Context: an optimization exercise on an open-source flow, tuned for small area. The choices shown serve that exercise and are no tape-out recipe. Function was checked by simulation only, so behaviour that the tests miss may differ from the original. The clock port is modelled as an ideal driver; clocking choices that lean on that would not hold on a real chip. Power and IR drop assume default switching activity.

### flow/flow/run.sh
#!/bin/bash
# Own layout flow: the standard ORFS flow (standard.sh, synth_recipe.tcl)
# with these changes:
#  - synthesis maps the logic with an area-oriented ABC script (flow/area.abc)
#    instead of ORFS's speed script (the RTL's logic is already optimised, see
#    gen/) and leaves adders as plain gates (no extract_fa); the rest of
#    synthesis is the standard flow's synth_recipe.tcl (same registers, flatten and rename);
#  - port buffers are buf_1 cells;
#  - CTS without dummy loads, with clkbuf_8 buffers; after CTS the root
#    buffer, which drives only the leaf buffers, is shrunk to clkbuf_2
#    (flow/root.tcl).
#  - the logic network ABC maps in synthesis is flow/logic.blif, an ABC
#    optimisation (gen/opt.py) of the very network this synthesis hands to
#    ABC; the flow checks that network's MD5 first (abc_in.blif) and falls
#    back to mapping it as it is (flow/area.abc) if it is not the expected one.
# Each step's full output goes to log_<step>.txt in the work folder.
set -uo pipefail
W=$PWD
{
  echo 'proc abc {args} {'
  echo '  set i [lsearch -exact $args -script]'
  echo '  if {$i >= 0} { set args [lreplace $args [expr {$i + 1}] [expr {$i + 1}] $::env(OWN_ABC_SCRIPT)] }'
  echo '  yosys abc {*}$args'
  echo '}'
  echo 'proc extract_fa {args} { puts "extract_fa skipped" }'
  cat "$W/synth_recipe.tcl"
} > "$W/own_synth.tcl"
sed -E "s#'?SYNTH_SCRIPT=[^ ]*#SYNTH_SCRIPT=$W/own_synth.tcl#" "$W/standard.sh" > "$W/own_standard.sh"
ABC_IN_MD5=b71cb3d5de529e66695d4dc3b07acef7
printf 'write_blif %s\nread_blif %s\nstrash\ndch -f\namap\ntopo\n' "$W/abc_in.blif" "$W/flow/logic.blif" > "$W/best.abc"
export OWN_ABC_SCRIPT="$W/best.abc"
export BUFFER_PORTS_ARGS="-buffer_cell sky130_fd_sc_hd__buf_1"
export CTS_ARGS="-sink_clustering_enable -repair_clock_nets -dont_use_dummy_load -buf_list sky130_fd_sc_hd__clkbuf_8 -sink_clustering_size 30 -sink_clustering_max_diameter 100"
run_step() {
  echo "== $1"
  if ! bash "$W/own_standard.sh" "$1" > "$W/log_$1.txt" 2>&1; then
    echo "step $1 failed"
    tail -40 "$W/log_$1.txt"
    exit 1
  fi
}
R="$W/orfs/results/$FLOW_PLATFORM/vga_top/base"
run_step synth
got=$(tail -n +2 "$W/abc_in.blif" | md5sum | cut -d' ' -f1)
if [[ "$got" != "$ABC_IN_MD5" ]]; then
  echo "ABC input $got is not the one flow/logic.blif was made from: mapping it as it is"
  mv "$W/log_synth.txt" "$W/log_synth_first.txt"
  rm -rf "$W/orfs"
  export OWN_ABC_SCRIPT="$W/flow/area.abc"
  run_step synth
fi
for t in floorplan place cts; do run_step "$t"; done
echo "== root clock buffer"
if ! LIB_FILE="$FLOW_HOME/platforms/sky130hd/lib/sky130_fd_sc_hd__tt_025C_1v80.lib" \
  ODB_IN="$R/4_cts.odb" ODB_OUT="$R/4_cts.odb" ROOT_CELL=sky130_fd_sc_hd__clkbuf_2 \
  openroad -no_init -exit "$W/flow/root.tcl" > "$W/log_rootbuf.txt" 2>&1; then
  echo "root buffer step failed"; tail -40 "$W/log_rootbuf.txt"; exit 1
fi
for t in route finish; do
  echo "== $t"
  if ! bash "$W/own_standard.sh" "$t" > "$W/log_$t.txt" 2>&1; then
    echo "step $t failed"
    tail -40 "$W/log_$t.txt"
    exit 1
  fi
done
ls -l "$W/out"
### flow/flow/area.abc
strash
dch -f
amap
topo
### flow/flow/logic.blif
.model netlist
.inputs ys__n1 ys__n6 ys__n8 ys__n9 ys__n11 ys__n12 ys__n14 ys__n16 ys__n19 \
 ys__n22 ys__n23 ys__n29 ys__n30 ys__n34 ys__n48 ys__n50 ys__n64 ys__n67 \
 ys__n124 ys__n126 ys__n128 ys__n132 ys__n137 ys__n139 ys__n141 ys__n145 \
 ys__n166 ys__n168 ys__n171 ys__n173 ys__n180 ys__n182 ys__n185 ys__n186 \
 ys__n205 ys__n210 ys__n212 ys__n215 ys__n218 ys__n223 ys__n225 ys__n228 \
 ys__n231 ys__n238 ys__n240 ys__n243 ys__n244 ys__n259 ys__n261 ys__n264 \
 ys__n266 ys__n334 ys__n412 ys__n428 ys__n501 ys__n502 ys__n504 ys__n506 \
 ys__n508 ys__n511 ys__n512 ys__n621 ys__n622
.outputs ys__n413 ys__n517 ys__n543 ys__n551 ys__n552 ys__n556 ys__n566 \
 ys__n567 ys__n570 ys__n575 ys__n578 ys__n579 ys__n586 ys__n587 ys__n592 \
 ys__n595 ys__n596 ys__n600 ys__n610 ys__n611 ys__n612 ys__n613 ys__n614 \
 ys__n618 ys__n619 ys__n620 ys__n623
.names ys__n11 ys__n16 new_n91
01 1
.names ys__n67 new_n91 new_n92
01 1
.names ys__n34 new_n92 new_n93
10 1
.names ys__n12 new_n93 new_n94
10 1
.names ys__n14 ys__n67 new_n95
10 1
.names ys__n64 new_n95 new_n96
10 1
.names ys__n11 ys__n34 new_n97
01 1
.names ys__n50 ys__n67 new_n98
01 1
.names new_n97 new_n98 new_n99
10 1
.names new_n96 new_n99 new_n100
11 1
.names ys__n11 ys__n14 new_n101
00 1
.names ys__n67 new_n101 new_n102
11 1
.names ys__n34 ys__n50 new_n103
11 1
.names ys__n67 new_n103 new_n104
01 1
.names new_n102 new_n104 new_n105
00 1
.names ys__n64 new_n97 new_n106
00 1
.names new_n105 new_n106 new_n107
01 1
.names new_n100 new_n107 new_n108
00 1
.names ys__n22 ys__n23 new_n109
01 1
.names ys__n14 ys__n30 new_n110
00 1
.names ys__n16 new_n110 new_n111
01 1
.names ys__n19 new_n111 new_n112
10 1
.names ys__n14 ys__n30 new_n113
11 1
.names new_n112 new_n113 new_n114
10 1
.names new_n109 new_n114 new_n115
11 1
.names ys__n48 ys__n50 new_n116
00 1
.names ys__n29 new_n116 new_n117
00 1
.names ys__n29 new_n116 new_n118
11 1
.names new_n117 new_n118 new_n119
00 1
.names ys__n48 ys__n50 new_n120
11 1
.names new_n119 new_n120 new_n121
00 1
.names new_n115 new_n121 new_n122
11 1
.names new_n108 new_n122 new_n123
01 1
.names new_n94 new_n123 new_n124
01 1
.names ys__n12 ys__n16 new_n125
01 1
.names ys__n11 ys__n12 new_n126
10 1
.names ys__n30 new_n126 new_n127
00 1
.names new_n125 new_n127 new_n128
00 1
.names ys__n12 ys__n16 new_n129
10 1
.names ys__n11 new_n129 new_n130
01 1
.names ys__n12 new_n110 new_n131
01 1
.names new_n130 new_n131 new_n132
00 1
.names new_n128 new_n132 new_n133
01 1
.names new_n124 new_n133 new_n134
10 1
.names ys__n259 new_n129 new_n135
01 1
.names ys__n30 new_n135 new_n136
00 1
.names ys__n266 new_n125 new_n137
01 1
.names ys__n12 ys__n16 new_n138
00 1
.names ys__n261 new_n138 new_n139
01 1
.names ys__n12 ys__n16 new_n140
11 1
.names ys__n264 new_n140 new_n141
01 1
.names new_n139 new_n141 new_n142
00 1
.names new_n137 new_n142 new_n143
01 1
.names new_n136 new_n143 new_n144
11 1
.names ys__n14 ys__n19 new_n145
10 1
.names new_n109 new_n145 new_n146
11 1
.names ys__n243 new_n138 new_n147
01 1
.names ys__n30 new_n147 new_n148
10 1
.names ys__n244 new_n125 new_n149
01 1
.names ys__n238 new_n140 new_n150
01 1
.names ys__n240 new_n129 new_n151
01 1
.names new_n150 new_n151 new_n152
00 1
.names new_n149 new_n152 new_n153
01 1
.names new_n148 new_n153 new_n154
11 1
.names new_n146 new_n154 new_n155
10 1
.names new_n144 new_n155 new_n156
01 1
.names new_n134 new_n156 new_n157
00 1
.names ys__n11 ys__n14 new_n158
01 1
.names new_n125 new_n158 new_n159
10 1
.names new_n130 new_n159 new_n160
00 1
.names ys__n30 ys__n34 new_n161
11 1
.names ys__n29 new_n110 new_n162
01 1
.names new_n161 new_n162 new_n163
00 1
.names new_n160 new_n163 new_n164
01 1
.names new_n123 new_n164 new_n165
11 1
.names new_n146 new_n165 new_n166
00 1
.names ys__n218 new_n140 new_n167
01 1
.names ys__n30 new_n167 new_n168
00 1
.names ys__n215 new_n125 new_n169
01 1
.names ys__n212 new_n129 new_n170
01 1
.names ys__n210 new_n138 new_n171
01 1
.names new_n170 new_n171 new_n172
00 1
.names new_n169 new_n172 new_n173
01 1
.names new_n168 new_n173 new_n174
11 1
.names ys__n231 new_n138 new_n175
01 1
.names ys__n30 new_n175 new_n176
10 1
.names ys__n228 new_n125 new_n177
01 1
.names ys__n225 new_n129 new_n178
01 1
.names ys__n223 new_n140 new_n179
01 1
.names new_n178 new_n179 new_n180
00 1
.names new_n177 new_n180 new_n181
01 1
.names new_n176 new_n181 new_n182
11 1
.names new_n146 new_n182 new_n183
10 1
.names new_n174 new_n183 new_n184
01 1
.names new_n166 new_n184 new_n185
00 1
.names ys__n168 new_n140 new_n186
01 1
.names ys__n30 new_n186 new_n187
10 1
.names ys__n171 new_n129 new_n188
01 1
.names ys__n166 new_n125 new_n189
01 1
.names ys__n173 new_n138 new_n190
01 1
.names new_n189 new_n190 new_n191
00 1
.names new_n188 new_n191 new_n192
01 1
.names new_n187 new_n192 new_n193
11 1
.names ys__n185 new_n129 new_n194
01 1
.names ys__n30 new_n194 new_n195
00 1
.names ys__n180 new_n125 new_n196
01 1
.names ys__n186 new_n140 new_n197
01 1
.names ys__n182 new_n138 new_n198
01 1
.names new_n197 new_n198 new_n199
00 1
.names new_n196 new_n199 new_n200
01 1
.names new_n195 new_n200 new_n201
11 1
.names new_n146 new_n201 new_n202
10 1
.names new_n193 new_n202 new_n203
01 1
.names ys__n30 new_n158 new_n204
00 1
.names new_n125 new_n204 new_n205
10 1
.names ys__n14 new_n129 new_n206
01 1
.names ys__n11 new_n140 new_n207
11 1
.names ys__n50 new_n110 new_n208
11 1
.names new_n207 new_n208 new_n209
00 1
.names new_n206 new_n209 new_n210
01 1
.names new_n205 new_n210 new_n211
01 1
.names new_n124 new_n211 new_n212
11 1
.names new_n203 new_n212 new_n213
00 1
.names new_n157 new_n213 new_n214
10 1
.names ys__n8 ys__n9 new_n215
10 1
.names ys__n124 new_n138 new_n216
01 1
.names ys__n30 new_n216 new_n217
10 1
.names ys__n132 new_n129 new_n218
01 1
.names ys__n128 new_n125 new_n219
01 1
.names ys__n126 new_n140 new_n220
01 1
.names new_n219 new_n220 new_n221
00 1
.names new_n218 new_n221 new_n222
01 1
.names new_n217 new_n222 new_n223
11 1
.names ys__n141 new_n138 new_n224
01 1
.names ys__n30 new_n224 new_n225
00 1
.names ys__n139 new_n125 new_n226
01 1
.names ys__n137 new_n140 new_n227
01 1
.names ys__n145 new_n129 new_n228
01 1
.names new_n227 new_n228 new_n229
00 1
.names new_n226 new_n229 new_n230
01 1
.names new_n225 new_n230 new_n231
11 1
.names new_n146 new_n231 new_n232
10 1
.names new_n223 new_n232 new_n233
01 1
.names ys__n16 new_n158 new_n234
11 1
.names new_n138 new_n206 new_n235
00 1
.names new_n234 new_n235 new_n236
01 1
.names new_n124 new_n236 new_n237
10 1
.names new_n233 new_n237 new_n238
00 1
.names new_n157 new_n238 new_n239
11 1
.names new_n215 new_n239 new_n240
10 1
.names new_n214 new_n240 new_n241
01 1
.names ys__n9 ys__n205 new_n242
00 1
.names new_n241 new_n242 new_n243
00 1
.names new_n185 new_n243 new_n244
10 1
.names new_n157 new_n244 new_n245
11 1
.names new_n213 new_n238 new_n246
01 1
.names new_n157 new_n246 new_n247
01 1
.names ys__n9 new_n238 new_n248
11 1
.names new_n184 new_n213 new_n249
10 1
.names new_n248 new_n249 new_n250
00 1
.names new_n215 new_n247 new_n251
10 1
.names new_n215 new_n247 new_n252
01 1
.names new_n251 new_n252 new_n253
00 1
.names new_n157 new_n238 new_n254
10 1
.names new_n157 new_n184 new_n255
11 1
.names new_n213 new_n255 new_n256
11 1
.names ys__n8 new_n256 new_n257
01 1
.names new_n254 new_n257 new_n258
00 1
.names new_n253 new_n258 new_n259
11 1
.names new_n250 new_n259 new_n260
00 1
.names new_n247 new_n260 new_n261
00 1
.names new_n245 new_n261 new_n262
01 1
.names new_n157 new_n184 new_n263
01 1
.names new_n213 new_n238 new_n264
10 1
.names ys__n205 new_n264 new_n265
01 1
.names new_n241 new_n265 new_n266
10 1
.names new_n263 new_n266 new_n267
00 1
.names new_n262 new_n267 new_n268
11 1
.names new_n246 new_n264 new_n269
00 1
.names ys__n8 ys__n9 new_n270
11 1
.names new_n269 new_n270 new_n271
10 1
.names ys__n8 ys__n9 new_n272
00 1
.names ys__n205 new_n213 new_n273
01 1
.names new_n272 new_n273 new_n274
00 1
.names new_n271 new_n274 new_n275
11 1
.names new_n269 new_n270 new_n276
01 1
.names new_n263 new_n276 new_n277
10 1
.names new_n275 new_n277 new_n278
01 1
.names new_n166 new_n278 new_n279
00 1
.names new_n268 new_n279 new_n280
01 1
.names new_n241 new_n271 new_n281
01 1
.names new_n134 new_n166 new_n282
11 1
.names new_n213 new_n215 new_n283
01 1
.names new_n238 new_n283 new_n284
10 1
.names ys__n9 new_n238 new_n285
00 1
.names new_n284 new_n285 new_n286
00 1
.names new_n282 new_n286 new_n287
10 1
.names ys__n8 ys__n205 new_n288
11 1
.names new_n264 new_n288 new_n289
11 1
.names new_n134 new_n166 new_n290
01 1
.names new_n284 new_n290 new_n291
01 1
.names new_n289 new_n291 new_n292
01 1
.names new_n287 new_n292 new_n293
00 1
.names new_n281 new_n293 new_n294
00 1
.names ys__n8 new_n248 new_n295
10 1
.names new_n294 new_n295 new_n296
11 1
.names new_n282 new_n288 new_n297
11 1
.names ys__n1 new_n297 new_n298
10 1
.names new_n296 new_n298 new_n299
01 1
.names new_n280 new_n299 new_n300
01 1
.names ys__n8 new_n273 new_n301
11 1
.names new_n280 new_n301 new_n302
11 1
.names ys__n8 new_n238 new_n303
01 1
.names new_n263 new_n303 new_n304
10 1
.names new_n282 new_n304 new_n305
00 1
.names new_n270 new_n305 new_n306
00 1
.names ys__n8 new_n269 new_n307
11 1
.names new_n238 new_n272 new_n308
11 1
.names new_n263 new_n308 new_n309
10 1
.names new_n307 new_n309 new_n310
01 1
.names new_n166 new_n310 new_n311
00 1
.names new_n306 new_n311 new_n312
11 1
.names new_n213 new_n270 new_n313
01 1
.names new_n213 new_n285 new_n314
11 1
.names new_n313 new_n314 new_n315
00 1
.names new_n292 new_n315 new_n316
10 1
.names new_n312 new_n316 new_n317
00 1
.names ys__n8 new_n213 new_n318
00 1
.names new_n238 new_n318 new_n319
00 1
.names ys__n205 new_n255 new_n320
11 1
.names new_n303 new_n320 new_n321
01 1
.names new_n319 new_n321 new_n322
01 1
.names new_n215 new_n322 new_n323
00 1
.names ys__n8 new_n273 new_n324
10 1
.names new_n255 new_n324 new_n325
10 1
.names new_n282 new_n325 new_n326
00 1
.names ys__n205 new_n239 new_n327
11 1
.names new_n185 new_n327 new_n328
10 1
.names new_n255 new_n269 new_n329
10 1
.names new_n328 new_n329 new_n330
00 1
.names new_n326 new_n330 new_n331
11 1
.names new_n323 new_n331 new_n332
00 1
.names new_n238 new_n282 new_n333
10 1
.names new_n318 new_n333 new_n334
11 1
.names new_n311 new_n334 new_n335
01 1
.names new_n332 new_n335 new_n336
00 1
.names new_n317 new_n336 new_n337
11 1
.names ys__n334 new_n337 new_n338
00 1
.names new_n248 new_n272 new_n339
00 1
.names new_n249 new_n339 new_n340
10 1
.names new_n263 new_n340 new_n341
00 1
.names new_n185 new_n256 new_n342
00 1
.names new_n252 new_n342 new_n343
00 1
.names new_n341 new_n343 new_n344
10 1
.names new_n213 new_n242 new_n345
10 1
.names new_n239 new_n345 new_n346
11 1
.names new_n344 new_n346 new_n347
00 1
.names new_n240 new_n247 new_n348
10 1
.names new_n347 new_n348 new_n349
10 1
.names new_n213 new_n215 new_n350
10 1
.names new_n282 new_n283 new_n351
10 1
.names new_n350 new_n351 new_n352
01 1
.names ys__n1 new_n352 new_n353
00 1
.names ys__n8 new_n166 new_n354
11 1
.names new_n315 new_n354 new_n355
01 1
.names new_n353 new_n355 new_n356
10 1
.names new_n349 new_n356 new_n357
01 1
.names ys__n334 new_n357 new_n358
10 1
.names new_n338 new_n358 new_n359
00 1
.names ys__n9 ys__n205 new_n360
11 1
.names ys__n8 new_n242 new_n361
01 1
.names new_n360 new_n361 new_n362
00 1
.names ys__n1 ys__n6 new_n363
00 1
.names ys__n6 ys__n334 new_n364
11 1
.names ys__n1 new_n364 new_n365
11 1
.names new_n363 new_n365 new_n366
00 1
.names new_n362 new_n366 new_n367
10 1
.names new_n359 new_n367 new_n368
01 1
.names new_n302 new_n368 new_n369
00 1
.names new_n300 new_n369 new_n370
00 1
.names ys__n1 new_n288 new_n371
10 1
.names new_n285 new_n371 new_n372
01 1
.names new_n264 new_n372 new_n373
00 1
.names new_n263 new_n373 new_n374
10 1
.names new_n242 new_n341 new_n375
01 1
.names new_n262 new_n375 new_n376
00 1
.names new_n373 new_n376 new_n377
01 1
.names ys__n1 new_n263 new_n378
10 1
.names new_n377 new_n378 new_n379
01 1
.names new_n374 new_n379 new_n380
00 1
.names new_n214 new_n285 new_n381
10 1
.names new_n248 new_n381 new_n382
01 1
.names new_n314 new_n382 new_n383
00 1
.names new_n354 new_n383 new_n384
10 1
.names new_n238 new_n326 new_n385
00 1
.names new_n384 new_n385 new_n386
00 1
.names new_n259 new_n386 new_n387
00 1
.names new_n256 new_n272 new_n388
11 1
.names ys__n8 new_n134 new_n389
11 1
.names new_n213 new_n389 new_n390
11 1
.names ys__n334 new_n390 new_n391
10 1
.names new_n388 new_n391 new_n392
01 1
.names new_n244 new_n392 new_n393
01 1
.names new_n387 new_n393 new_n394
01 1
.names new_n380 new_n394 new_n395
01 1
.names new_n259 new_n289 new_n396
00 1
.names new_n376 new_n396 new_n397
01 1
.names new_n311 new_n397 new_n398
10 1
.names ys__n6 ys__n334 new_n399
10 1
.names new_n294 new_n399 new_n400
01 1
.names new_n398 new_n400 new_n401
01 1
.names new_n255 new_n383 new_n402
00 1
.names new_n306 new_n383 new_n403
01 1
.names new_n318 new_n320 new_n404
00 1
.names new_n403 new_n404 new_n405
01 1
.names new_n402 new_n405 new_n406
01 1
.names new_n276 new_n328 new_n407
01 1
.names new_n253 new_n407 new_n408
01 1
.names ys__n6 ys__n334 new_n409
00 1
.names new_n322 new_n409 new_n410
01 1
.names new_n384 new_n410 new_n411
01 1
.names new_n408 new_n411 new_n412
01 1
.names new_n406 new_n412 new_n413
01 1
.names new_n215 new_n347 new_n414
01 1
.names new_n239 new_n270 new_n415
00 1
.names new_n185 new_n415 new_n416
10 1
.names new_n256 new_n416 new_n417
00 1
.names new_n292 new_n417 new_n418
01 1
.names new_n353 new_n418 new_n419
11 1
.names new_n414 new_n419 new_n420
01 1
.names new_n362 new_n366 new_n421
11 1
.names new_n420 new_n421 new_n422
01 1
.names new_n413 new_n422 new_n423
01 1
.names new_n401 new_n423 new_n424
01 1
.names new_n395 new_n424 new_n425
01 1
.names new_n370 new_n425 new_n426
00 1
.names ys__n501 ys__n502 new_n427
00 1
.names ys__n504 ys__n506 new_n428
00 1
.names new_n427 new_n428 new_n429
11 1
.names ys__n508 new_n429 new_n430
01 1
.names ys__n511 new_n363 new_n431
10 1
.names ys__n1 ys__n511 new_n432
00 1
.names new_n364 new_n432 new_n433
01 1
.names ys__n512 new_n433 new_n434
10 1
.names new_n431 new_n434 new_n435
01 1
.names new_n430 new_n435 new_n436
11 1
.names new_n426 new_n436 ys__n517
01 1
.names ys__n1 ys__n334 new_n438
10 1
.names ys__n508 ys__n511 new_n439
11 1
.names new_n438 new_n439 new_n440
11 1
.names ys__n6 ys__n512 new_n441
00 1
.names ys__n412 ys__n428 new_n442
10 1
.names new_n441 new_n442 new_n443
11 1
.names new_n440 new_n443 new_n444
11 1
.names new_n429 new_n444 new_n445
11 1
.names ys__n1 new_n445 new_n446
10 1
.names ys__n9 new_n442 new_n447
11 1
.names ys__n8 new_n442 new_n448
11 1
.names new_n360 new_n442 new_n449
01 1
.names ys__n8 new_n449 new_n450
00 1
.names new_n448 new_n450 ys__n618
00 1
.names new_n447 ys__n618 new_n452
11 1
.names ys__n22 ys__n23 new_n453
11 1
.names ys__n30 new_n453 new_n454
11 1
.names new_n140 new_n454 new_n455
11 1
.names new_n114 new_n455 new_n456
11 1
.names new_n452 new_n456 new_n457
11 1
.names ys__n334 new_n457 new_n458
11 1
.names ys__n6 new_n458 new_n459
11 1
.names new_n446 new_n459 new_n460
00 1
.names ys__n1 new_n459 new_n461
11 1
.names new_n460 new_n461 ys__n543
00 1
.names ys__n8 new_n360 new_n463
01 1
.names new_n442 new_n463 new_n464
11 1
.names ys__n12 new_n464 new_n465
11 1
.names ys__n16 new_n465 new_n466
11 1
.names new_n113 new_n466 new_n467
11 1
.names ys__n19 new_n467 new_n468
11 1
.names ys__n23 new_n468 new_n469
00 1
.names new_n457 new_n468 new_n470
00 1
.names ys__n23 new_n470 new_n471
10 1
.names new_n469 new_n471 ys__n551
00 1
.names ys__n30 new_n466 new_n473
11 1
.names ys__n30 new_n466 new_n474
00 1
.names new_n473 new_n474 ys__n552
00 1
.names ys__n16 new_n465 new_n476
00 1
.names new_n466 new_n476 new_n477
00 1
.names new_n457 new_n477 ys__n556
01 1
.names ys__n412 ys__n428 new_n479
01 1
.names new_n442 new_n479 ys__n566
00 0
.names ys__n428 new_n115 ys__n567
01 0
.names new_n432 new_n441 new_n482
11 1
.names new_n430 new_n482 ys__n570
11 0
.names new_n131 new_n463 new_n484
10 1
.names new_n112 new_n484 new_n485
10 1
.names ys__n22 ys__n23 new_n486
00 1
.names new_n485 new_n486 ys__n575
01 0
.names ys__n511 new_n461 new_n488
11 1
.names ys__n506 new_n488 new_n489
11 1
.names ys__n512 new_n489 new_n490
11 1
.names ys__n512 new_n489 new_n491
00 1
.names new_n490 new_n491 ys__n578
00 1
.names ys__n506 new_n488 new_n493
00 1
.names new_n489 new_n493 ys__n579
00 1
.names ys__n511 new_n445 new_n495
10 1
.names new_n461 new_n495 new_n496
00 1
.names new_n488 new_n496 ys__n586
00 1
.names ys__n6 new_n458 new_n498
00 1
.names new_n459 new_n498 ys__n587
00 1
.names ys__n334 new_n457 new_n500
00 1
.names new_n445 new_n458 new_n501
00 1
.names new_n500 new_n501 ys__n592
01 1
.names ys__n19 new_n467 new_n503
00 1
.names new_n470 new_n503 ys__n595
10 1
.names ys__n14 new_n473 new_n505
00 1
.names new_n467 new_n505 ys__n596
00 1
.names ys__n22 new_n471 new_n507
10 1
.names new_n109 new_n470 new_n508
10 1
.names new_n507 new_n508 ys__n600
00 0
.names ys__n501 new_n490 new_n510
11 1
.names ys__n502 new_n510 new_n511
11 1
.names ys__n504 new_n511 new_n512
11 1
.names ys__n508 new_n512 new_n513
11 1
.names ys__n508 new_n512 new_n514
00 1
.names new_n445 new_n514 new_n515
00 1
.names new_n513 new_n515 ys__n610
01 1
.names ys__n12 new_n464 new_n517
00 1
.names new_n465 new_n517 ys__n611
00 1
.names ys__n504 new_n511 new_n519
00 1
.names new_n512 new_n519 ys__n612
00 1
.names ys__n502 new_n510 new_n521
00 1
.names new_n511 new_n521 ys__n613
00 1
.names ys__n501 new_n490 new_n523
00 1
.names new_n510 new_n523 ys__n614
00 1
.names new_n452 new_n456 new_n525
10 1
.names ys__n9 new_n448 new_n526
00 1
.names new_n447 new_n526 new_n527
00 1
.names new_n525 new_n527 ys__n619
00 0
.names ys__n205 new_n447 new_n529
10 1
.names new_n270 new_n449 new_n530
11 1
.names new_n529 new_n530 ys__n620
00 0
.names ys__n622 new_n442 new_n532
10 1
.names ys__n621 new_n442 new_n533
11 1
.names new_n532 new_n533 ys__n623
00 0
.names ys__n412 ys__n413
0 1
.end
### flow/flow/root.tcl
# Shrink the clock tree's root buffer: it drives only the leaf clock buffers.
read_liberty $::env(LIB_FILE)
read_db $::env(ODB_IN)
set block [ord::get_db_block]
set root ""
foreach inst [$block getInsts] {
  set m [[$inst getMaster] getName]
  if {[string match "sky130_fd_sc_hd__clkbuf_*" $m]} {
    set net [[$inst findITerm A] getNet]
    if {$net ne "NULL" && [llength [$net getBTerms]] > 0} { set root $inst }
  }
}
if {$root ne ""} {
  puts "root clock buffer [$root getName] ([[$root getMaster] getName]) -> $::env(ROOT_CELL)"
  replace_cell [$root getName] $::env(ROOT_CELL)
}
write_db $::env(ODB_OUT)
### flow/standard.sh
#!/bin/bash
# synth_recipe.tcl (not shown) runs the flow's synth.tcl, then flattens the netlist and writes it again
# the make line also repeats each setting of config.mk as NAME=value (left out here)
make -C /OpenROAD-flow-scripts/flow DESIGN_CONFIG=/design/flow/config.mk WORK_HOME=/design/flow/orfs CLKGATE_MAP_FILE= SYNTH_SCRIPT=/design/flow/synth_recipe.tcl "${@:-finish}"
### flow/config.mk
export PLATFORM = sky130hd
export DESIGN_NAME = vga_top
export DESIGN_NICKNAME = vga_top
export VERILOG_FILES = /design/flow/design.v
export SDC_FILE = /design/flow/constraint.sdc
export NUM_CORES = 4
export LEC_CHECK = 0
export CAP_MARGIN = 0
export CORE_MARGIN = 2
export CORE_UTILIZATION = 65
export SLEW_MARGIN = 0
### flow/constraint.sdc
create_clock -name core_clock -period 10.0 [get_ports {clk}]
set_input_delay 2.0000 -clock core_clock [delete_from_list [all_inputs] [get_ports {clk}]]
set_output_delay 2.0000 -clock core_clock [all_outputs]
set_load 0.01 [all_outputs]
### flow/design.v
module RAM_set (
    input [31:0] record,
    input [6:0] state,
    input colr,
    input [1:0] ph,
    input pix,
    input [6:0] q,
    input [2:0] r,
    input [9:0] vv,
    output d_pix,
    output e_pix,
    output d_q_0,
    output d_q_1,
    output d_q_2,
    output d_q_3,
    output d_q_4,
    output d_q_5,
    output d_q_6,
    output d_vv_0,
    output d_vv_1,
    output d_vv_2,
    output d_vv_3,
    output d_vv_4,
    output d_vv_5,
    output d_vv_6,
    output d_vv_7,
    output d_vv_8,
    output d_vv_9,
    output d_ph_0,
    output d_ph_1,
    output hs,
    output vs
);
  wire n44;
  wire n45;
  wire n47;
  wire n49;
  wire n50;
  wire n51;
  wire n52;
  wire n55;
  wire n56;
  wire n59;
  wire n61;
  wire n63;
  wire n64;
  wire n65;
  wire n67;
  wire n69;
  wire n70;
  wire n73;
  wire n74;
  wire n75;
  wire n77;
  wire n79;
  wire n81;
  wire n82;
  wire n83;
  wire n84;
  wire n86;
  wire n87;
  wire n88;
  wire n89;
  wire n90;
  wire n91;
  wire n92;
  wire n93;
  wire n94;
  wire n95;
  wire n96;
  wire n97;
  wire n98;
  wire n99;
  wire n100;
  wire n101;
  wire n102;
  wire n103;
  wire n104;
  wire n105;
  wire n106;
  wire n107;
  wire n108;
  wire n109;
  wire n110;
  wire n111;
  wire n112;
  wire n113;
  wire n114;
  wire n115;
  wire n116;
  wire n117;
  wire n118;
  wire n119;
  wire n120;
  wire n121;
  wire n122;
  wire n123;
  wire n124;
  wire n125;
  wire n126;
  wire n127;
  wire n128;
  wire n129;
  wire n130;
  wire n131;
  wire n132;
  wire n133;
  wire n134;
  wire n135;
  wire n136;
  wire n137;
  wire n138;
  wire n139;
  wire n140;
  wire n141;
  wire n142;
  wire n143;
  wire n144;
  wire n145;
  wire n146;
  wire n147;
  wire n148;
  wire n149;
  wire n150;
  wire n151;
  wire n152;
  wire n153;
  wire n154;
  wire n155;
  wire n156;
  wire n157;
  wire n158;
  wire n159;
  wire n160;
  wire n161;
  wire n162;
  wire n163;
  wire n164;
  wire n165;
  wire n166;
  wire n167;
  wire n168;
  wire n169;
  wire n170;
  wire n171;
  wire n172;
  wire n173;
  wire n174;
  wire n175;
  wire n176;
  wire n177;
  wire n178;
  wire n179;
  wire n180;
  wire n181;
  wire n182;
  wire n183;
  wire n184;
  wire n185;
  wire n186;
  wire n187;
  wire n188;
  wire n189;
  wire n190;
  wire n191;
  wire n192;
  wire n193;
  wire n194;
  wire n195;
  wire n196;
  wire n197;
  wire n198;
  wire n199;
  wire n200;
  wire n201;
  wire n202;
  wire n203;
  wire n204;
  wire n205;
  wire n206;
  wire n207;
  wire n208;
  wire n209;
  wire n210;
  wire n211;
  wire n212;
  wire n213;
  wire n214;
  wire n215;
  wire n216;
  wire n217;
  wire n218;
  wire n219;
  wire n220;
  wire n221;
  wire n222;
  wire n223;
  wire n224;
  wire n225;
  wire n226;
  wire n227;
  wire n228;
  wire n229;
  wire n230;
  wire n231;
  wire n232;
  wire n233;
  wire n234;
  wire n235;
  wire n236;
  wire n237;
  wire n238;
  wire n239;
  wire n240;
  wire n241;
  wire n242;
  wire n243;
  wire n244;
  wire n245;
  wire n246;
  wire n247;
  wire n248;
  wire n249;
  wire n250;
  wire n251;
  wire n252;
  wire n253;
  wire n254;
  wire n255;
  wire n256;
  wire n257;
  wire n258;
  wire n259;
  wire n260;
  wire n261;
  wire n262;
  wire n263;
  wire n264;
  wire n265;
  wire n266;
  wire n267;
  wire n268;
  wire n269;
  wire n270;
  wire n271;
  wire n272;
  wire n273;
  wire n274;
  wire n275;
  wire n276;
  wire n277;
  wire n278;
  wire n279;
  wire n280;
  wire n285;
  wire n287;
  wire n288;
  wire n290;
  wire n291;
  wire n292;
  wire n293;
  wire n294;
  wire n295;
  wire n297;
  wire n298;
  wire n299;
  wire n300;
  wire n301;
  wire n302;
  wire n303;
  wire n304;
  wire n305;
  wire n306;
  wire n307;
  wire n308;
  wire n309;
  wire n310;
  wire n311;
  wire n312;
  wire n313;
  wire n314;
  wire n315;
  wire n316;
  wire n317;
  wire n318;
  wire n319;
  wire n320;
  wire n321;
  wire n322;
  wire n323;
  wire n324;
  wire n325;
  wire n326;
  wire n327;
  wire n328;
  wire n329;
  wire n330;
  wire n331;
  wire n332;
  wire n333;
  wire n334;
  wire n335;
  wire n336;
  wire n337;
  wire n338;
  wire n339;
  wire n340;
  wire n341;
  wire n342;
  wire n343;
  wire n344;
  wire n345;
  wire n346;
  wire n347;
  wire n348;
  wire n349;
  wire n350;
  wire n351;
  wire n352;
  wire n353;
  wire n354;
  wire n355;
  wire n356;
  assign n47 = (~ph[0]);
  assign n49 = (~n47&~ph[1]);
  assign n50 = (~n49);
  assign n51 = (~n47) | (~ph[1]);
  assign n52 = (~n50) | (~n51);
  assign n55 = (~q[3]&~q[2]);
  assign n56 = (~n55);
  assign n59 = (~q[1]&~n56) | (~q[4]);
  assign n61 = (~q[6]);
  assign n63 = (~n61) | (~q[5]);
  assign n64 = (q[3]&q[2]) | (n59) | (n63);
  assign n65 = (ph[1]) | (n64);
  assign n67 = (~vv[0]);
  assign n69 = (~vv[1]);
  assign n70 = (~n67&~n69);
  assign n73 = (~vv[3]&~n70&~vv[2]);
  assign n74 = (~vv[1]&~vv[2]);
  assign n75 = (~vv[2]&~n74) | (~n70&~n74);
  assign n77 = (~r[0]);
  assign n79 = (~n77&~r[1]);
  assign n81 = (~r[1]&~r[2]);
  assign n82 = (~q[3]);
  assign n83 = (~n82&~n63&~q[4]);
  assign n84 = (~n83);
  assign n86 = (~q[0]);
  assign n87 = (~q[1]);
  assign n88 = (~n86) | (~n87);
  assign n89 = (~record[13]&~n88);
  assign n90 = (~n86) | (~q[1]);
  assign n91 = (~q[0]) | (~q[1]);
  assign n92 = (~record[1]&~n91) | (~record[5]&~n90);
  assign n93 = (~n86&~q[1]);
  assign n94 = (~n93);
  assign n95 = (~record[9]&~n94) | (~q[2]);
  assign n96 = (~n89&~n92&~n95);
  assign n97 = (~record[17]&~n91);
  assign n98 = (~record[21]&~n90) | (~record[29]&~n88);
  assign n99 = (~q[2]);
  assign n100 = (~record[25]&~n94) | (~n99);
  assign n101 = (~n97&~n98&~n100);
  assign n102 = (~state[2]);
  assign n103 = (~n87&~state[0]);
  assign n104 = (~state[5]);
  assign n105 = (~n102&~n104) | (~n103&~n104);
  assign n106 = (~state[3]);
  assign n107 = (~state[6]&~state[4]);
  assign n108 = (~state[6]) | (~state[4]);
  assign n109 = (~n106&~n107) | (~n102&~n107) | (~n108&~n107);
  assign n110 = (~n82) | (~state[0]);
  assign n111 = (~state[0]) | (~n106);
  assign n112 = (~n82&~state[0]) | (~state[1]) | (~state[5]) | (~n111);
  assign n113 = (~state[1]&~state[5]&~n110) | (~n112);
  assign n114 = (~state[0]&~n104&~n102&~state[1]);
  assign n115 = (~n102&~n114) | (~n113&~n114);
  assign n116 = (~n106&~n109&~n64&~n115) | (~n107&~n109&~n64&~n115);
  assign n117 = (~n86&~n105) | (~n116);
  assign n118 = (~n82&~state[2]) | (~q[1]);
  assign n119 = (~n82&~n94) | (~n118);
  assign n120 = (~n84&~n96&~n101) | (~n117&~n119);
  assign n121 = (~n120);
  assign n122 = (record[6]&record[14]&q[2]) | (n90&record[14]&q[2]) | (record[6]&n88&q[2]) | (n90&n88&q[2]);
  assign n123 = (~record[2]&~n91) | (~record[10]&~n94) | (~n122);
  assign n124 = (~record[30]&~n88);
  assign n125 = (~record[18]&~n91) | (~record[22]&~n90);
  assign n126 = (~q[2]&~n124&~n125);
  assign n127 = (~record[26]&~n94) | (~n126);
  assign n128 = (~q[0]&~n102) | (~n99);
  assign n129 = (~n86&~n102&~n90) | (~n86&~n102&~n128) | (~n86&~n93&~n90) | (~n55&~n102&~n90) | (~n86&~n93&~n128) | (~n55&~n102&~n128) | (~n55&~n93&~n90) | (~n55&~n93&~n128);
  assign n130 = (~n117&~n129);
  assign n131 = (~n83&~n130) | (~n123&~n130) | (~n127&~n130);
  assign n132 = (~record[0]&~n91);
  assign n133 = (~record[8]&~n94) | (~record[12]&~n88);
  assign n134 = (~n99&~n132&~n133);
  assign n135 = (~record[4]&~n90) | (~n134);
  assign n136 = (record[16]&record[24]&n99) | (n91&record[24]&n99) | (record[16]&n94&n99) | (n91&n94&n99);
  assign n137 = (~record[20]&~n90) | (~record[28]&~n88) | (~n136);
  assign n138 = (~n106&~n56) | (~q[3]&~n94);
  assign n139 = (~n102&~n91);
  assign n140 = (~q[3]&~q[2]) | (~n102&~q[2]);
  assign n141 = (~n90&~n140);
  assign n142 = (~n138&~n139&~n141&~n117);
  assign n143 = (~n83&~n142) | (~n135&~n142) | (~n137&~n142);
  assign n144 = (~n121) | (~n131) | (~n143);
  assign n145 = (~record[31]&~n88);
  assign n146 = (~record[27]&~n94);
  assign n147 = (~record[23]&~n90);
  assign n148 = (~record[19]&~n91) | (~n99);
  assign n149 = (~n145&~n146&~n147&~n148);
  assign n150 = (~record[3]&~n91);
  assign n151 = (~record[11]&~n94);
  assign n152 = (~record[7]&~n90);
  assign n153 = (~record[15]&~n88) | (~q[2]);
  assign n154 = (~n150&~n151&~n152&~n153);
  assign n155 = (~n84&~n149&~n154);
  assign n156 = (~n155);
  assign n157 = (~r[0]&~r[1]);
  assign n158 = (~r[1]);
  assign n159 = (~n158&~n120);
  assign n160 = (~n157&~n159);
  assign n161 = (~n131&~n156);
  assign n162 = (~n161);
  assign n163 = (~n143&~n156&~n160) | (~n162);
  assign n164 = (~n86&~state[2]) | (~n118);
  assign n165 = (n99&state[6]&n91) | (n104&state[6]&n91) | (n99&n56&n91) | (n104&n56&n91);
  assign n166 = (~n164&~n83) | (~n165&~n83) | (~n116&~n83);
  assign n167 = (~n166&~n155);
  assign n168 = (~n143);
  assign n169 = (~n131);
  assign n170 = (~n169&~n156);
  assign n171 = (~n170);
  assign n172 = (~n168&~n171);
  assign n173 = (~n79);
  assign n174 = (~n120&~n143&~n131);
  assign n175 = (~n173) | (~n174);
  assign n176 = (n167&n175) | (n172&n175);
  assign n177 = (~n163&~n176) | (~n81&~n144);
  assign n178 = (~n166);
  assign n179 = (~n143&~n173);
  assign n180 = (~n120&~n179);
  assign n181 = (~n121&~n168);
  assign n182 = (~n181);
  assign n183 = (~r[2]);
  assign n184 = (~n77&~n183);
  assign n185 = (~n184);
  assign n186 = (~n182&~n185);
  assign n187 = (~n178&~n130&~n180&~n186);
  assign n188 = (~n187);
  assign n189 = (~n121) | (~n131);
  assign n190 = (~n77&~n158);
  assign n191 = (~n190);
  assign n192 = (~n189) | (~n191);
  assign n193 = (~n167&~n172) | (~n192&~n172);
  assign n194 = (~n143) | (~n173);
  assign n195 = (~n166) | (~n130);
  assign n196 = (~n195&~n179);
  assign n197 = (~n194&~vv[2]) | (~n196&~vv[2]);
  assign n198 = (n79&n188&n193&n197) | (n177&n188&n193&n197);
  assign n199 = (~r[1]) | (~r[2]);
  assign n200 = (~n77) | (~n81);
  assign n201 = (~n199) | (~n200);
  assign n202 = (~n198&~n201);
  assign n203 = (~r[0]&~n143);
  assign n204 = (~r[2]&~n203) | (~n170&~n203);
  assign n205 = (~r[1]&~n121);
  assign n206 = (~n205);
  assign n207 = (~n143&~n169);
  assign n208 = (~n207) | (~n206);
  assign n209 = (~n159&~n208) | (~n168&~n206);
  assign n210 = (~n209);
  assign n211 = (~n195);
  assign n212 = (~r[0]&~n120);
  assign n213 = (~n162&~n212);
  assign n214 = (~n211&~n213) | (~n191);
  assign n215 = (~n209&~n214) | (~n171&~n210);
  assign n216 = (~n120&~n143);
  assign n217 = (~n181&~n216);
  assign n218 = (~n217&~n191);
  assign n219 = (~n183&~n189) | (~n167);
  assign n220 = (n173&n175) | (n174&n175);
  assign n221 = (~n121&~n203);
  assign n222 = (~n183&~n171&~n212&~n221);
  assign n223 = (~n67) | (~n69);
  assign n224 = (~r[0]) | (~n166);
  assign n225 = (~n210&~n224);
  assign n226 = (~n222&~n223&~n225);
  assign n227 = (~n218&~n219&~n220) | (~n226);
  assign n228 = (~n204&~n227) | (~n215&~n227);
  assign n229 = (~n79) | (~n189);
  assign n230 = (~n229&~n207);
  assign n231 = (n81&n167) | (n230&n167);
  assign n232 = (~vv[2]);
  assign n233 = (~n216&~n232) | (~n81&~n232);
  assign n234 = (~r[0]&~n157) | (~r[0]&~n170) | (~n130&~n157) | (~n130&~n170);
  assign n235 = (~vv[2]&~n162) | (~n185&~n162) | (~n206&~n162);
  assign n236 = (~n182&~n67) | (~n235&~n67);
  assign n237 = (~n168&~n234) | (~n161&~n233) | (~n236);
  assign n238 = (n121&n220) | (n169&n220);
  assign n239 = (~n77&n238) | (~n172&n238);
  assign n240 = (~r[2]&~n168);
  assign n241 = (~n77&~n240);
  assign n242 = (~n171&~n241) | (~n195);
  assign n243 = (~n120&~n225) | (~n242&~n225);
  assign n244 = (~n239&~n243);
  assign n245 = (~n231&~n237&~n244);
  assign n246 = (~n228&~n245);
  assign n247 = (~n217) | (~n191);
  assign n248 = (~n180&~n205);
  assign n249 = (~n195&~n248);
  assign n250 = (~n249&~n187) | (~n230&~n247);
  assign n251 = (~r[0]&~n158&~n156&~n144);
  assign n252 = (~n143&~n156&~n238);
  assign n253 = (~n131&~n174&~n251&~n252) | (~n231&~n174&~n251&~n252);
  assign n254 = (~n81&~n163);
  assign n255 = (~n253&~n254);
  assign n256 = (~n121&~r[0]&~n162) | (~n121&~n217&~n162) | (~n157&~r[0]&~n162) | (~n157&~n217&~n162);
  assign n257 = (~n166&~n256);
  assign n258 = (~n186&~n239&~n255) | (~n257);
  assign n259 = (~n67) | (~vv[1]) | (~n250) | (~n258);
  assign n260 = (~n75) | (~n202) | (~n246) | (~n259);
  assign n261 = (~r[2]&~n182) | (~n230);
  assign n262 = (~n157&~n247&~n240);
  assign n263 = (~n162&~n262&~n218);
  assign n264 = (~n162&~n166&~n263) | (~n261&~n166&~n263) | (~n253&~n166&~n263);
  assign n265 = (~n77&~r[2]);
  assign n266 = (~n143&~n168) | (~n143&~n190) | (~n205&~n168) | (~n205&~n190);
  assign n267 = (~n166&~n256&~n214) | (~n188&~n266);
  assign n268 = (~n77) | (~n195) | (~n216);
  assign n269 = (~n217&~n171) | (~n219);
  assign n270 = (~n242&~n269) | (~n79&~n222);
  assign n271 = (~n257&~n268) | (~n270);
  assign n272 = (~n267&~n271) | (~n67);
  assign n273 = (~n216&~n229);
  assign n274 = (~n177&~n273) | (~n224&~n266) | (~n197);
  assign n275 = (~vv[0]) | (~n274);
  assign n276 = (~n77&~n159&~n250);
  assign n277 = (~n184&~n232&~n276&~n264) | (~n211&~n232&~n276&~n264);
  assign n278 = (~n272&~n75&~n201&~n277) | (~n275&~n75&~n201&~n277);
  assign n279 = (~n264&~n278) | (~n265&~n278) | (~n143&~n278);
  assign n280 = (n260&n279);
  assign n285 = (vv[7]) | (vv[6]) | (vv[8]) | (vv[4]);
  assign n287 = (vv[9]) | (n285);
  assign n288 = (~n74);
  assign n290 = (~vv[5]);
  assign n291 = (~vv[3]&~n290) | (~n288&~n290);
  assign n292 = (~n73&~n280&~n287&n291);
  assign n45 = (vv[3]) | (vv[5]) | (n288) | (n287);
  assign n293 = (~r[0]&~n199);
  assign n294 = (~q[0]&~n56&~n293);
  assign n295 = (~q[5]);
  assign n44 = (~n59&~n294) | (~n61) | (~n295);
  assign n297 = (colr&pix) | (n49&pix) | (colr&n50) | (n49&n50);
  assign n298 = (~vv[4]);
  assign n299 = (~n77) | (~r[1]) | (~n183);
  assign n300 = (~q[6]) | (~q[4]) | (~q[5]);
  assign n301 = (~q[3]&~n99&~n91&~n300);
  assign n302 = (~n77&~n50);
  assign n303 = (~r[1]) | (~n49);
  assign n304 = (~r[1]&~n302) | (~n303);
  assign n305 = (~n299&~n301) | (~n304);
  assign n306 = (~n299&~n305);
  assign n307 = (~vv[0]) | (~n306);
  assign n308 = (~n69&~n307&~n232);
  assign n309 = (~vv[3]) | (~n308);
  assign n310 = (~n298&~n309);
  assign n311 = (~n310);
  assign n312 = (~n290&~n311);
  assign n313 = (~n290&~n312) | (~n311&~n312);
  assign n314 = (~n298&~n310) | (~n309&~n310);
  assign n315 = (~vv[9]) | (~vv[2]) | (~vv[3]) | (~n290);
  assign n316 = (n50) | (n223) | (n315) | (n285);
  assign n317 = (~vv[3]&~n308) | (~n316&~n308);
  assign n318 = (~vv[3]&~n317) | (~n308&~n317);
  assign n319 = (~n69&~n307);
  assign n320 = (~vv[2]&~n319) | (~n316&~n319);
  assign n321 = (~n308&~n320);
  assign n322 = (~n69&~n319) | (~n307&~n319);
  assign n323 = (vv[0]&n307&n316) | (n306&n307&n316);
  assign n324 = (~n49) | (~n293);
  assign n325 = (~n91&~n324);
  assign n326 = (~q[2]) | (~n325);
  assign n327 = (~n326);
  assign n328 = (q[3]&n327&q[4]);
  assign n329 = (~q[5]&~n328);
  assign n330 = (~n306&~n328);
  assign n331 = (~n295&~n330);
  assign n332 = (~n329&~n331);
  assign n333 = (~n82&~n326);
  assign n334 = (q[4]&n330) | (n333&n330);
  assign n335 = (~n82&~n333) | (~n326&~n333);
  assign n336 = (~n265&~n303);
  assign n337 = (~n183&~n336) | (~n303&~n336);
  assign n338 = (~q[2]&~n325);
  assign n339 = (~n327&~n338);
  assign n340 = (~n63&~n330) | (~n61&~n331);
  assign n341 = (~n86&~n324);
  assign n342 = (~q[1]&~n341);
  assign n343 = (~n306&~n342&~n325);
  assign n344 = (~vv[8]);
  assign n345 = (~vv[7]);
  assign n346 = (~vv[6]) | (~n312);
  assign n347 = (~n345&~n346);
  assign n348 = (~n347);
  assign n349 = (~n344&~n348);
  assign n350 = (~vv[9]&~n349) | (~n316);
  assign n351 = (~vv[9]&~n350) | (~n349&~n350);
  assign n352 = (~n86&~n341) | (~n324&~n341);
  assign n353 = (~n77&~n302&~n293) | (~n50&~n302&~n293);
  assign n354 = (~n344&~n349) | (~n348&~n349);
  assign n355 = (~n345&~n347) | (~n346&~n347);
  assign n356 = (vv[6]&n346) | (n312&n346);
  assign d_pix = n292;
  assign e_pix = n65;
  assign d_q_0 = n352;
  assign d_q_1 = n343;
  assign d_q_2 = n339;
  assign d_q_3 = n335;
  assign d_q_4 = n334;
  assign d_q_5 = n332;
  assign d_q_6 = n340;
  assign d_vv_0 = n323;
  assign d_vv_1 = n322;
  assign d_vv_2 = n321;
  assign d_vv_3 = n318;
  assign d_vv_4 = n314;
  assign d_vv_5 = n313;
  assign d_vv_6 = n356;
  assign d_vv_7 = n355;
  assign d_vv_8 = n354;
  assign d_vv_9 = n351;
  assign d_ph_0 = n47;
  assign d_ph_1 = n52;
  assign hs = n44;
  assign vs = n45;
endmodule
module vga_top (
    input         clk,
    input         rst,
    input  [31:0] record,
    input  [ 6:0] state,
    output [ 3:0] red,
    output [ 3:0] green,
    output [ 3:0] blue,
    output        hs,
    output        vs
);
  reg [1:0] ph;
  reg pix;
  reg [6:0] q;
  reg [9:0] vv;
  reg colr;
  reg [2:0] r;
  wire d_pix;
  wire e_pix;
  wire d_q_0;
  wire d_q_1;
  wire d_q_2;
  wire d_q_3;
  wire d_q_4;
  wire d_q_5;
  wire d_q_6;
  wire d_vv_0;
  wire d_vv_1;
  wire d_vv_2;
  wire d_vv_3;
  wire d_vv_4;
  wire d_vv_5;
  wire d_vv_6;
  wire d_vv_7;
  wire d_vv_8;
  wire d_vv_9;
  wire d_ph_0;
  wire d_ph_1;
  RAM_set u_logic (
      .record(record),
      .state(state),
      .colr(colr),
      .ph(ph),
      .pix(pix),
      .q(q),
      .r(r),
      .vv(vv),
      .d_pix(d_pix),
      .e_pix(e_pix),
      .d_q_0(d_q_0),
      .d_q_1(d_q_1),
      .d_q_2(d_q_2),
      .d_q_3(d_q_3),
      .d_q_4(d_q_4),
      .d_q_5(d_q_5),
      .d_q_6(d_q_6),
      .d_vv_0(d_vv_0),
      .d_vv_1(d_vv_1),
      .d_vv_2(d_vv_2),
      .d_vv_3(d_vv_3),
      .d_vv_4(d_vv_4),
      .d_vv_5(d_vv_5),
      .d_vv_6(d_vv_6),
      .d_vv_7(d_vv_7),
      .d_vv_8(d_vv_8),
      .d_vv_9(d_vv_9),
      .d_ph_0(d_ph_0),
      .d_ph_1(d_ph_1),
      .hs(hs),
      .vs(vs)
  );
  always @(posedge clk) if (e_pix) pix <= d_pix;
  always @(posedge clk or negedge rst) if (!rst) q[0] <= 1'b1; else q[0] <= d_q_0;
  always @(posedge clk or negedge rst) if (!rst) q[1] <= 1'b0; else q[1] <= d_q_1;
  always @(posedge clk or negedge rst) if (!rst) q[2] <= 1'b1; else q[2] <= d_q_2;
  always @(posedge clk or negedge rst) if (!rst) q[3] <= 1'b0; else q[3] <= d_q_3;
  always @(posedge clk or negedge rst) if (!rst) q[4] <= 1'b0; else q[4] <= d_q_4;
  always @(posedge clk or negedge rst) if (!rst) q[5] <= 1'b0; else q[5] <= d_q_5;
  always @(posedge clk or negedge rst) if (!rst) q[6] <= 1'b0; else q[6] <= d_q_6;
  always @(posedge clk or negedge rst) if (!rst) vv[0] <= 1'b0; else vv[0] <= d_vv_0;
  always @(posedge clk or negedge rst) if (!rst) vv[1] <= 1'b0; else vv[1] <= d_vv_1;
  always @(posedge clk or negedge rst) if (!rst) vv[2] <= 1'b0; else vv[2] <= d_vv_2;
  always @(posedge clk or negedge rst) if (!rst) vv[3] <= 1'b0; else vv[3] <= d_vv_3;
  always @(posedge clk or negedge rst) if (!rst) vv[4] <= 1'b0; else vv[4] <= d_vv_4;
  always @(posedge clk or negedge rst) if (!rst) vv[5] <= 1'b0; else vv[5] <= d_vv_5;
  always @(posedge clk or negedge rst) if (!rst) vv[6] <= 1'b0; else vv[6] <= d_vv_6;
  always @(posedge clk or negedge rst) if (!rst) vv[7] <= 1'b0; else vv[7] <= d_vv_7;
  always @(posedge clk or negedge rst) if (!rst) vv[8] <= 1'b0; else vv[8] <= d_vv_8;
  always @(posedge clk or negedge rst) if (!rst) vv[9] <= 1'b0; else vv[9] <= d_vv_9;
  always @(posedge clk or negedge rst) if (!rst) ph[0] <= 1'b0; else ph[0] <= d_ph_0;
  always @(posedge clk or negedge rst) if (!rst) ph[1] <= 1'b0; else ph[1] <= d_ph_1;
  always @(posedge clk or negedge rst)
    if (!rst) colr <= 1'b0;
    else if (ph == 2'd1) colr <= pix;
  always @(posedge clk or negedge rst)
    if (!rst) r <= 3'd1;
    else if (ph == 2'd1) r <= (q == 7'd119 && r == 3'd2) ? 3'd1 : (r == 3'd6) ? 3'd0 : r + 3'd1;
  assign red[0] = colr;
  assign red[1] = colr;
  assign red[2] = colr;
  assign red[3] = colr;
  assign green[0] = colr;
  assign green[1] = colr;
  assign green[2] = colr;
  assign green[3] = colr;
  assign blue[0] = colr;
  assign blue[1] = colr;
  assign blue[2] = colr;
  assign blue[3] = colr;
endmodule
==> results.py <==
metrics = {
    "timing": {
        "clock_skew_ns": 0.00734,
        "rsz0062_at_grt": "false",
        "setup_violations": 0,
        "slew_viol_final": 0,
        "finalCriticalPeriod_ns": 6.45,
        "hold_viol_final": 0,
        "max_freq_mhz": 155,
        "fin_crit_sh": 0.645,
        "finalSetupTns_ns": 0,
        "slew-limit-headroom": 0.407,
        "tightest_slew_ns": 0.881,
    },
    "finish": {
        "n_antenna_cell": 0,
        "nFillCells": 248,
        "syn2layout_area_growth_pct": 9.74,
        "fin_cells": 412,
        "stdcell_area_mm2": 0.00234,
        "post_route_cells_drive_above_1_share": 0.0190,
        "finalNetCount": 411,
    },
    "power": {
        "power_density_mw_per_mm2": 68.2,
        "cellLeakagePower_nw": 0.881,
        "p_total_mw": 0.160,
        "irDropWorstVdd_mv": 0.104,
    },
    "clock_tree": {
        "clkTransAtPathRegs_ns": 0.08,
        "cts_hold_buf": 0,
        "clock_latency_ns": 0.29,
        "cts_root_buf": "clkbuf_8",
        "cts_tree": "done",
        "htreeDepth": 1,
        "cts_sinks": 24,
        "cts_buffers": 3,
        "post_cts_resize_count": 0,
        "post_cts_buffers": 0,
        "cts.path.max_buffers": 2,
    },
    "drt": {
        "antenna_left": 0,
        "num_vias": 2696,
        "drcViolationCount": 0,
        "drtPass1Iterations": 5,
        "wl_um": 6610,
        "avgViaCountPerCell": 6.54,
        "drtIter0Drc": 428,
        "routedWlPerCell_um": 16.0,
    },
    "synthesis": {
        "synth-edff-count": 1,
        "ys_seq_area_frac": 0.286,
        "syn_area_per_cell_um2": 6.63,
        "syn_inst": 322,
        "synth_cell_types": 39,
        "syn-cell-area_mm2": 0.00213,
        "synthFlopType": "dfrtp_1",
        "synth-async-reset-ratio": 0.958,
        "syn_nets": 363,
        "synth_seq_cells": 24,
        "yosysWarnings": 1,
    },
    "grt": {
        "grt_remaining_overflow": 0,
        "grt_use_met1": 0.488,
        "grtUsageTotal": 0.376,
        "grtUsageMet2": 0.637,
        "grt_max_degree": 24,
        "top_usage_layer": "met2",
        "grt_pass1_vias": 2422,
        "use_met3": 0.0273,
        "antenna_found_initial": 0,
        "grt_pass1_wl_um": 10600,
    },
    "min_path": {
        "hold_class": "flip-flop to flip-flop",
        "hold_depth": 1,
    },
    "setup_path": {
        "critPathCaptureType": "flip-flop",
        "worstPathArrival_ns": 6.57,
        "critPathSlowestCell": "o21ai_0",
        "cp_max_fo": 7,
        "cp-start-kind": "primary input",
        "cpPeakStageDelay_ns": 0.74,
        "worstPathCellList": "buf_1 > clkinv_1 > nor3_1 > a31oi_1 > nor3_1 > a31oi_1 > a2111oi_0 > o21ai_0 > o21ai_0 > clkinv_1 > nor2_1 > clkinv_1 > nor2_1 > a31oi_1 > a2111oi_0 > nor4_1 > nor4b_1 > o41ai_1 > a41oi_1 > nor2_1 > nor4_1",
        "r2r_cells": 19,
        "worstSetupPathType": "primary input to flip-flop",
        "worst_ep_required_time_ns": 10.12,
    },
    "die": {
        "io_pins": 55,
        "die_h_um": 61.3,
        "die_w_um": 61.3,
        "rows": 20,
        "start_util": 0.693,
        "core_mm2": 0.00308,
        "dieArea_mm2": 0.00376,
    },
    "status": {
        "outcome": "complete, no violations",
    },
    "placement": {
        "place_congestion": 1.08,
        "placed_area_mm2": 0.00231,
        "io_buffers": 54,
        "dp_hpwl_um": 4720,
        "dpl.cell_count": 409,
    },
    "job": {
        "max-cap-violations": 0,
    },
}
==> layer usage <==
metal / share of wire / wire length (um)
met3: 0.097 / 643
met2: 0.47 / 3110
met1: 0.39 / 2570
met5: 0 / 0
met4: 0.042 / 278
==> synthesized netlist by cell type (all sizes together) (4+ instances only) <==
| library cell | n | area [um^2] |
|---|---|---|
| a31oi | 11 | 68.8 |
| a21oi | 22 | 110 |
| o21a | 4 | 30.0 |
| nand2 | 24 | 90.1 |
| nor3 | 12 | 60.1 |
| o221a | 4 | 45.0 |
| o21ai | 23 | 115 |
| or3 | 4 | 25.0 |
| clkinv | 46 | 173 |
| o221ai | 5 | 43.8 |
| nand3 | 5 | 25.0 |
| o22ai | 8 | 50.1 |
| nor4 | 6 | 37.5 |
| dfrtp | 20 | 500 |
| buf | 12 | 90.1 |
| nor2 | 80 | 300 |
==> sequential cells by signal (all words and copies together) (netlist names) <==
register,flops
vv,10
pix,1
ph,2
q,7
colr,1
r,3
==> final timing paths <==
check                          from  endpoint  slack (ns)
max                        state[3]       pix        3.55
min                             pix      colr        0.50
max reg2reg                    q[2]       pix        4.14
min reg2reg                     pix      colr        0.50
max in group asynchronous       rst      q[0]        8.06
min in group asynchronous       rst      r[2]        1.66
==> per-stage QoR <==
stage,hold slack [ns],worst slack [ns],utilization
6_report,0.500,3.55,0.761
5_1_grt,0.511,3.03,0.761
4_1_cts,0.501,3.74,0.763
3_5_place_dp,0.464,3.46,0.750
3_3_place_gp,0.443,3.75,0.750
2_1_floorplan,0.434,4.38,-
==> cells in the final DEF, fill, tap and decap left out, types with 2 or more instances in the layout <==
| master | instances |
|---|---|
| clkbuf_8 | 2 |
| or2_0 | 3 |
| dfstp_2 | 3 |
| nor3_1 | 12 |
| a22oi_1 | 2 |
| nor2_1 | 80 |
| nand3_1 | 5 |
| o21ai_0 | 23 |
| o22ai_1 | 8 |
| a21oi_1 | 22 |
| o221a_1 | 4 |
| nand2_1 | 24 |
| nor4_1 | 6 |
| o21a_1 | 4 |
| or3_1 | 4 |
| o221ai_1 | 5 |
| a211oi_1 | 2 |
| o22a_1 | 3 |
| nand4_1 | 2 |
| o32ai_1 | 3 |
| a2111oi_0 | 2 |
| dfrtp_1 | 20 |
| clkinv_1 | 46 |
| buf_1 | 54 |
| o41ai_1 | 2 |
| a31oi_1 | 11 |
==> kinds of logic (layout without fill, tap and decap cells) <==
logic type	count (synthesis)	after routing	synth area share
AOI/OAI and AO/OA	100	100	0.310
buffers and inverters	58	104	0.123
DFF	24	24	0.286
and+or+nand+nor	140	140	0.281
==> final cells by class <==
cell class	count	area, um^2	area share
multi-input combinational	240	1260	0.539
sequential	24	609	0.260
timing repair buffer	55	210	0.0898
inverter	46	173	0.0738
tap	44	55.1	0.0235
clock buffer	3	32.5	0.0139
==> power by group <==
group	switching (mW)	internal, mW	total, mW
Clock	0.0285	0.0208	0.0492
Sequential	0	0.0975	0.0975
Combinational	0.00691	0.00591	0.0128
Total	0.0354	0.124	0.160
==> critical path: cells and delay by family <==
kind	cells	cell delay, ns
AOI/OAI and AO/OA	9	2.48
and+or+nand+nor	8	1.35
buffers and inverters	4	0.74

-- port drivers added, routing unchanged --
Ports are ideal in the flow. The routed layout listed here was re-timed in OpenROAD. Step 1 (the two cells are an assumption about what drives the block):
set clk [get_ports {clk}]
set_driving_cell -lib_cell sky130_fd_sc_hd__clkbuf_16 $clk
set_driving_cell -lib_cell sky130_fd_sc_hd__buf_2 [delete_from_list [all_inputs] $clk]
Step 2, shift: input delay + t, output delay - t, t = (earliest + latest rising clock arrival at the registers) / 2. This alone moves slack from input paths to output paths. a / b / c = no drivers / after step 1 / after step 2; a / b = the first two.
t (ns): 0.310
slack for setup (ns): 3.552 / 3.545 / 3.235
hold slack, ns: 0.500 / 0.500 / 0.500
latest minus earliest clock arrival (ns): 0.007 / 0.008
cell pins on the clock port's net: 1
After both steps this run still meets setup and hold. The setup slack of this run moves by -0.007 ns with the drivers and by -0.317 ns with both steps.
